What follows belongs to an exercise in optimizing a design on an open flow for small area; a production flow would make more cautious choices.
Function was checked by simulation only, so behaviour that the tests miss may differ from the original.
No driver is modelled on the clock port, so clock power and skew are understated where the tree is cut down; a real chip needs a root buffer or a tree.
No activity file was given, so power comes from the tool's default toggle rates.

## delta
==> module spi_screen, before the edit <==
module spi_screen(
	input clk,
	input resetn,
	output lcd_resetn,
	output lcd_cs,
	output lcd_rs,
	output lcd_data
);
reg [4:0] b;
reg [7:0] s;
reg [7:0] x;
reg       done;
reg [8:0] rom;
always @(*) begin
	case (s[6:0])
		7'd53: rom = 9'h002;
		7'd54: rom = 9'h040;
		7'd58: rom = 9'h036;
		7'd59: rom = 9'h170;
		7'd60: rom = 9'h03a;
		7'd61: rom = 9'h105;
		7'd62: rom = 9'h0b2;
		7'd63: rom = 9'h10c;
		7'd64: rom = 9'h10c;
		7'd65: rom = 9'h100;
		7'd66: rom = 9'h133;
		7'd67: rom = 9'h133;
		7'd68: rom = 9'h0b7;
		7'd69: rom = 9'h135;
		7'd70: rom = 9'h0bb;
		7'd71: rom = 9'h119;
		7'd72: rom = 9'h0c0;
		7'd73: rom = 9'h12c;
		7'd74: rom = 9'h0c2;
		7'd75: rom = 9'h101;
		7'd76: rom = 9'h0c3;
		7'd77: rom = 9'h112;
		7'd78: rom = 9'h0c4;
		7'd79: rom = 9'h120;
		7'd80: rom = 9'h0c6;
		7'd81: rom = 9'h10f;
		7'd82: rom = 9'h0d0;
		7'd83: rom = 9'h1a4;
		7'd84: rom = 9'h1a1;
		7'd85: rom = 9'h0e0;
		7'd86: rom = 9'h1d0;
		7'd87: rom = 9'h104;
		7'd88: rom = 9'h10d;
		7'd89: rom = 9'h111;
		7'd90: rom = 9'h113;
		7'd91: rom = 9'h12b;
		7'd92: rom = 9'h13f;
		7'd93: rom = 9'h154;
		7'd94: rom = 9'h14c;
		7'd95: rom = 9'h118;
		7'd96: rom = 9'h10d;
		7'd97: rom = 9'h10b;
		7'd98: rom = 9'h11f;
		7'd99: rom = 9'h123;
		7'd100: rom = 9'h0e1;
		7'd101: rom = 9'h1d0;
		7'd102: rom = 9'h104;
		7'd103: rom = 9'h10c;
		7'd104: rom = 9'h111;
		7'd105: rom = 9'h113;
		7'd106: rom = 9'h12c;
		7'd107: rom = 9'h13f;
		7'd108: rom = 9'h144;
		7'd109: rom = 9'h151;
		7'd110: rom = 9'h12f;
		7'd111: rom = 9'h11f;
		7'd112: rom = 9'h11f;
		7'd113: rom = 9'h120;
		7'd114: rom = 9'h123;
		7'd115: rom = 9'h021;
		7'd116: rom = 9'h029;
		7'd117: rom = 9'h02a;
		7'd118: rom = 9'h100;
		7'd119: rom = 9'h128;
		7'd120: rom = 9'h101;
		7'd121: rom = 9'h117;
		7'd122: rom = 9'h02b;
		7'd123: rom = 9'h100;
		7'd124: rom = 9'h135;
		7'd125: rom = 9'h100;
		7'd126: rom = 9'h1bb;
		7'd127: rom = 9'h02c;
		default: rom = 9'h000;
	endcase
end
wire b8  = (b == 5'd8);
wire b16 = b[4];
wire col0 = (x == 8'd222);
wire col1 = (x == 8'd0);
wire frozen = done & (b == 5'd0) & col0 & (s == 8'd247);
always @(posedge clk or negedge resetn) begin
	if (~resetn) begin
		b <= 0;
		s <= 8'd172;
		x <= 8'd222;
		done <= 0;
	end else if (!frozen) begin
		b <= (b16 | (b8 & ~done)) ? 5'd0 : b + 5'd1;
		if (~done) begin
			if (b8) begin
				s <= s + 8'd1;
				if (s == 8'd255) done <= 1;
			end
		end else begin
			if (b8 & col0) s <= s + 8'd7;
			else if (b16 & col0) s <= s + 8'd9;
			else if (b8 & col1) s <= s + 8'd1;
		end
		if (b16) begin
			if (col0) x <= 8'd0;
			else if (col1) x <= 8'd16;
			else x <= x + 8'd17;
		end
	end
end
wire pre_cs_low = (s >= 8'd186 && !b8) || (s == 8'd181 && b >= 5'd3) || (s == 8'd182 && b <= 5'd1);
wire pre_data = rom[3'd7 - b[2:0]];
wire pre_resetn = !(s < 8'd175 || (s == 8'd175 && b == 5'd0));
reg pix_data;
always @(*) begin
	case (b)
		5'd1: pix_data = x[7] & (s != 8'd0);
		5'd2: pix_data = x[6] & (s != 8'd0);
		5'd3: pix_data = x[5] & (s != 8'd0);
		5'd4: pix_data = x[4] & (s != 8'd0);
		5'd5: pix_data = x[3] & (s != 8'd0);
		5'd6: pix_data = s[7];
		5'd7: pix_data = s[6];
		5'd8: pix_data = s[5];
		5'd9: pix_data = s[4];
		5'd10: pix_data = s[3];
		5'd11: pix_data = s[2];
		default: pix_data = 1'b0;
	endcase
end
assign lcd_resetn = done | pre_resetn;
assign lcd_cs     = done ? (b == 5'd0) : !pre_cs_low;
assign lcd_rs     = done | rom[8];
assign lcd_data   = done ? pix_data : pre_data;
endmodule
==> flow/config.mk <==
export PLATFORM = sky130hd
export DESIGN_NAME = spi_screen
export DESIGN_NICKNAME = spi_screen
export VERILOG_FILES = /design/flow/design.v
export SDC_FILE = /design/flow/constraint.sdc
export NUM_CORES = 4
export LEC_CHECK = 0
export CAP_MARGIN = 20
export CORE_MARGIN = 2
export CORE_UTILIZATION = 40
export SLEW_MARGIN = 20
==> flow/constraint.sdc <==
create_clock -name core_clock -period 10.0 [get_ports {clk}]
set_input_delay 2.0000 -clock core_clock [delete_from_list [all_inputs] [get_ports {clk}]]
set_output_delay 2.0000 -clock core_clock [all_outputs]
set_load 0.01 [all_outputs]
standard.sh (not shown) runs the stock make flow with config.mk's settings and CLKGATE_MAP_FILE= SYNTH_SCRIPT=/design/flow/synth_recipe.tcl, a recipe that flattens the netlist after the stock synthesis.
==> flow/flow/run.sh <==
#!/bin/bash
# Own layout flow: the standard synthesis, then the combinational logic of
# its netlist is mapped again for area by ABC with a few scripts, keeping the
# smallest result (the flip-flops, their names and cell types stay as the
# standard synthesis made them), then the standard layout from that
# netlist. Each tool writes its full output to a log file here.
set -euo pipefail
R=orfs/results/$FLOW_PLATFORM/spi_screen/base
bash standard.sh synth > log_synth.txt 2>&1
cp $R/1_2_yosys.v std_synth.v
LIB=$FLOW_HOME/platforms/$FLOW_PLATFORM/lib/sky130_fd_sc_hd__tt_025C_1v80.lib
R2="balance; rewrite; refactor; balance; rewrite; rewrite -z; balance; refactor -z; rewrite -z; balance"
D="&get -n; &deepsyn -T 20 -S"
M="dch -f; amap -F 2 -A 5; topo"
scripts=()
for S in 0 3 21 34 7 1; do scripts+=("strash; $R2; $D $S; &put; $M"); done
scripts+=("strash; $R2; $D 0; &put; dch -f; amap; topo")
scripts+=("strash; $R2; $D 0; &put; dch -f; map -a; topo")
for S in $(seq 40 79); do scripts+=("strash; $R2; $D $S; &put; $R2; $D $((S+20)); &put; $M"); done
N=${#scripts[@]}
reopt() {
  i=$1
  echo "${scripts[$i]}" > $PWD/area_$i.abc
  yosys -l log_reopt_$i.txt -p "
read_liberty -ignore_miss_func $LIB
read_verilog std_synth.v
hierarchy -top $FLOW_TOP
blackbox sky130_fd_sc_hd__*df* sky130_fd_sc_hd__conb_1
flatten
opt_clean
abc -liberty $LIB -dont_use *lpflow* -dont_use *probe* -dont_use sky130_fd_sc_hd__fa_* -dont_use sky130_fd_sc_hd__ha_* -D 10000 -script $PWD/area_$i.abc
opt_clean -purge
hilomap -singleton -hicell sky130_fd_sc_hd__conb_1 HI -locell sky130_fd_sc_hd__conb_1 LO
splitnets
opt_clean -purge
stat -liberty $LIB
write_verilog -noattr -noexpr -nohex -nodec reopt_$i.v
" > /dev/null 2>&1 || true
}
for k in $(seq 0 4 $((N-1))); do
  for i in $k $((k+1)) $((k+2)) $((k+3)); do [ $i -lt $N ] && reopt $i & done; wait
done
best=""; bestA=1e18
for i in $(seq 0 $((N-1))); do
  a=$(grep "Chip area" log_reopt_$i.txt 2>/dev/null | awk '{print $NF}' || true)
  [ -n "$a" ] && [ -f reopt_$i.v ] || continue
  if python3 -c "import sys; sys.exit(0 if $a < $bestA else 1)"; then best=$i; bestA=$a; fi
done
echo "reopt areas:" > log_choice.txt; grep -H "Chip area" log_reopt_*.txt >> log_choice.txt || true
echo "chosen: $best ($bestA)" >> log_choice.txt
if [ -n "$best" ]; then cp reopt_$best.v $R/1_2_yosys.v; rm -f $R/1_synth.odb $R/1_synth.sdc; fi
bash standard.sh "BUFFER_PORTS_ARGS=-buffer_cell sky130_fd_sc_hd__buf_1" "PRE_CTS_TCL=$PWD/flow/pre_cts.tcl" finish > log_finish.txt 2>&1
Other scripts of this flow, unchanged in this note and not shown: flow/flow/pre_cts.tcl
Input-level comparison between beta and delta:
-- flow/design.v --
<<< delta, line 11
reg [7:0] s;
reg [7:0] x;
reg       done;
reg [8:0] rom;
always @(*) begin
>>> beta, line 11
reg [7:0] s;
reg [7:0] x;
reg [8:0] rom;
always @(*) begin
<<< delta, line 90
	endcase
end
wire b8  = (b == 5'd8);
wire b16 = b[4];
wire col0 = (x == 8'd222);
wire col1 = (x == 8'd0);
wire frozen = done & (b == 5'd0) & col0 & (s == 8'd247);
always @(posedge clk or negedge resetn) begin
	if (~resetn) begin
		b <= 0;
		s <= 8'd172;
		x <= 8'd222;
		done <= 0;
	end else if (!frozen) begin
		b <= (b16 | (b8 & ~done)) ? 5'd0 : b + 5'd1;
		if (~done) begin
			if (b8) begin
				s <= s + 8'd1;
				if (s == 8'd255) done <= 1;
			end
		end else begin
			if (b8 & col0) s <= s + 8'd7;
			else if (b16 & col0) s <= s + 8'd9;
			else if (b8 & col1) s <= s + 8'd1;
		end
		if (b16) begin
			if (col0) x <= 8'd0;
>>> beta, line 89
	endcase
end
wire done = !(b[4] & (b[3] | (b[2] & b[1] & b[0])));
wire b8  = (b == 5'd8);
wire b16 = (b == 5'd16);
wire b23 = (b == 5'd23);
wire col0 = (x == 8'd222);
wire col1 = (x == 8'd0);
wire frozen = (b == 5'd0) & col0 & (s == 8'd247);
always @(posedge clk or negedge resetn) begin
	if (~resetn) begin
		b <= 5'd24;
		s <= 8'd172;
		x <= 8'd222;
	end else if (!frozen) begin
		if (b16 | (b23 & (s == 8'd255))) b <= 5'd0;
		else if (b == 5'd31) b <= 5'd23;
		else b <= b + 5'd1;
		if (b23) s <= s + 8'd1;
		else if (b8 & col0) s <= s + 8'd7;
		else if (b16 & col0) s <= s + 8'd9;
		else if (b8 & col1) s <= s + 8'd1;
		if (b16) begin
			if (col0) x <= 8'd0;
<<< delta, line 120
	end
end
wire pre_cs_low = (s >= 8'd186 && !b8) || (s == 8'd181 && b >= 5'd3) || (s == 8'd182 && b <= 5'd1);
wire pre_data = rom[3'd7 - b[2:0]];
wire pre_resetn = !(s < 8'd175 || (s == 8'd175 && b == 5'd0));
reg pix_data;
always @(*) begin
>>> beta, line 116
	end
end
wire pre_cs_low = (s >= 8'd186 && !b23) || (s == 8'd181 && (b >= 5'd27 || b23)) || (s == 8'd182 && b[4:1] == 4'd12);
wire pre_data = rom[3'd7 - b[2:0]];
wire pre_resetn = !(s < 8'd175 || (s == 8'd175 && b == 5'd24));
reg pix_data;
always @(*) begin
==> comparison <==
beta reached the end of the flow, and the finished layout is clean on the timing, DRC and antenna checks. Sequential share of layout area came out lower on beta than on delta. Vertical extent of the die sits lower in beta than in delta. On fraction of power consumed by combinational cells, beta and delta are basically level. Compared with delta, beta ends up with less cell area. Going from delta to beta, final standard cell utilization of the core went down by 0.42 points; critical path depth went down by 2; total wirelength of the detailed-routed design went down by about 3.5%. Number of well-tap cells placed came out exactly the same in beta and delta. beta vs. delta: met3 track demand over resource now larger; via count fell by 3.4%.
No run of this note takes its clock network from TritonCTS; it comes from the design's own scripts or RTL.

==> separate check: timing with driven ports <==
The results above use ideal ports. As a check the final layouts listed here were re-extracted and re-timed, cells and wires unchanged.
Step 1 (the two cells are an assumption about what drives the block):
set clk [get_ports {clk}]
set_driving_cell -lib_cell sky130_fd_sc_hd__clkbuf_16 $clk
set_driving_cell -lib_cell sky130_fd_sc_hd__buf_2 [delete_from_list [all_inputs] $clk]
Step 2 adds t to the input delays and takes it off the output delays; t is the mean of the earliest and latest rising clock arrival at the registers after step 1. Input paths then give back, and output paths get back, about the clock's delay inside the block.
Three values: ideal ports, drivers, drivers and shift; two values: the first two.
| run | t (ns) | setup WS [ns] | worst setup path after step 2 | latest minus earliest clock arrival (ns) |
|---|---|---|---|---|
| delta | 0.179 | 4.113 / 4.084 / 4.263 | register to output | 0.006 / 0.006 |
| beta | 0.176 | 4.152 / 4.122 / 4.298 | register to output | 0.004 / 0.004 |
After both steps setup and hold are still met in every run listed.
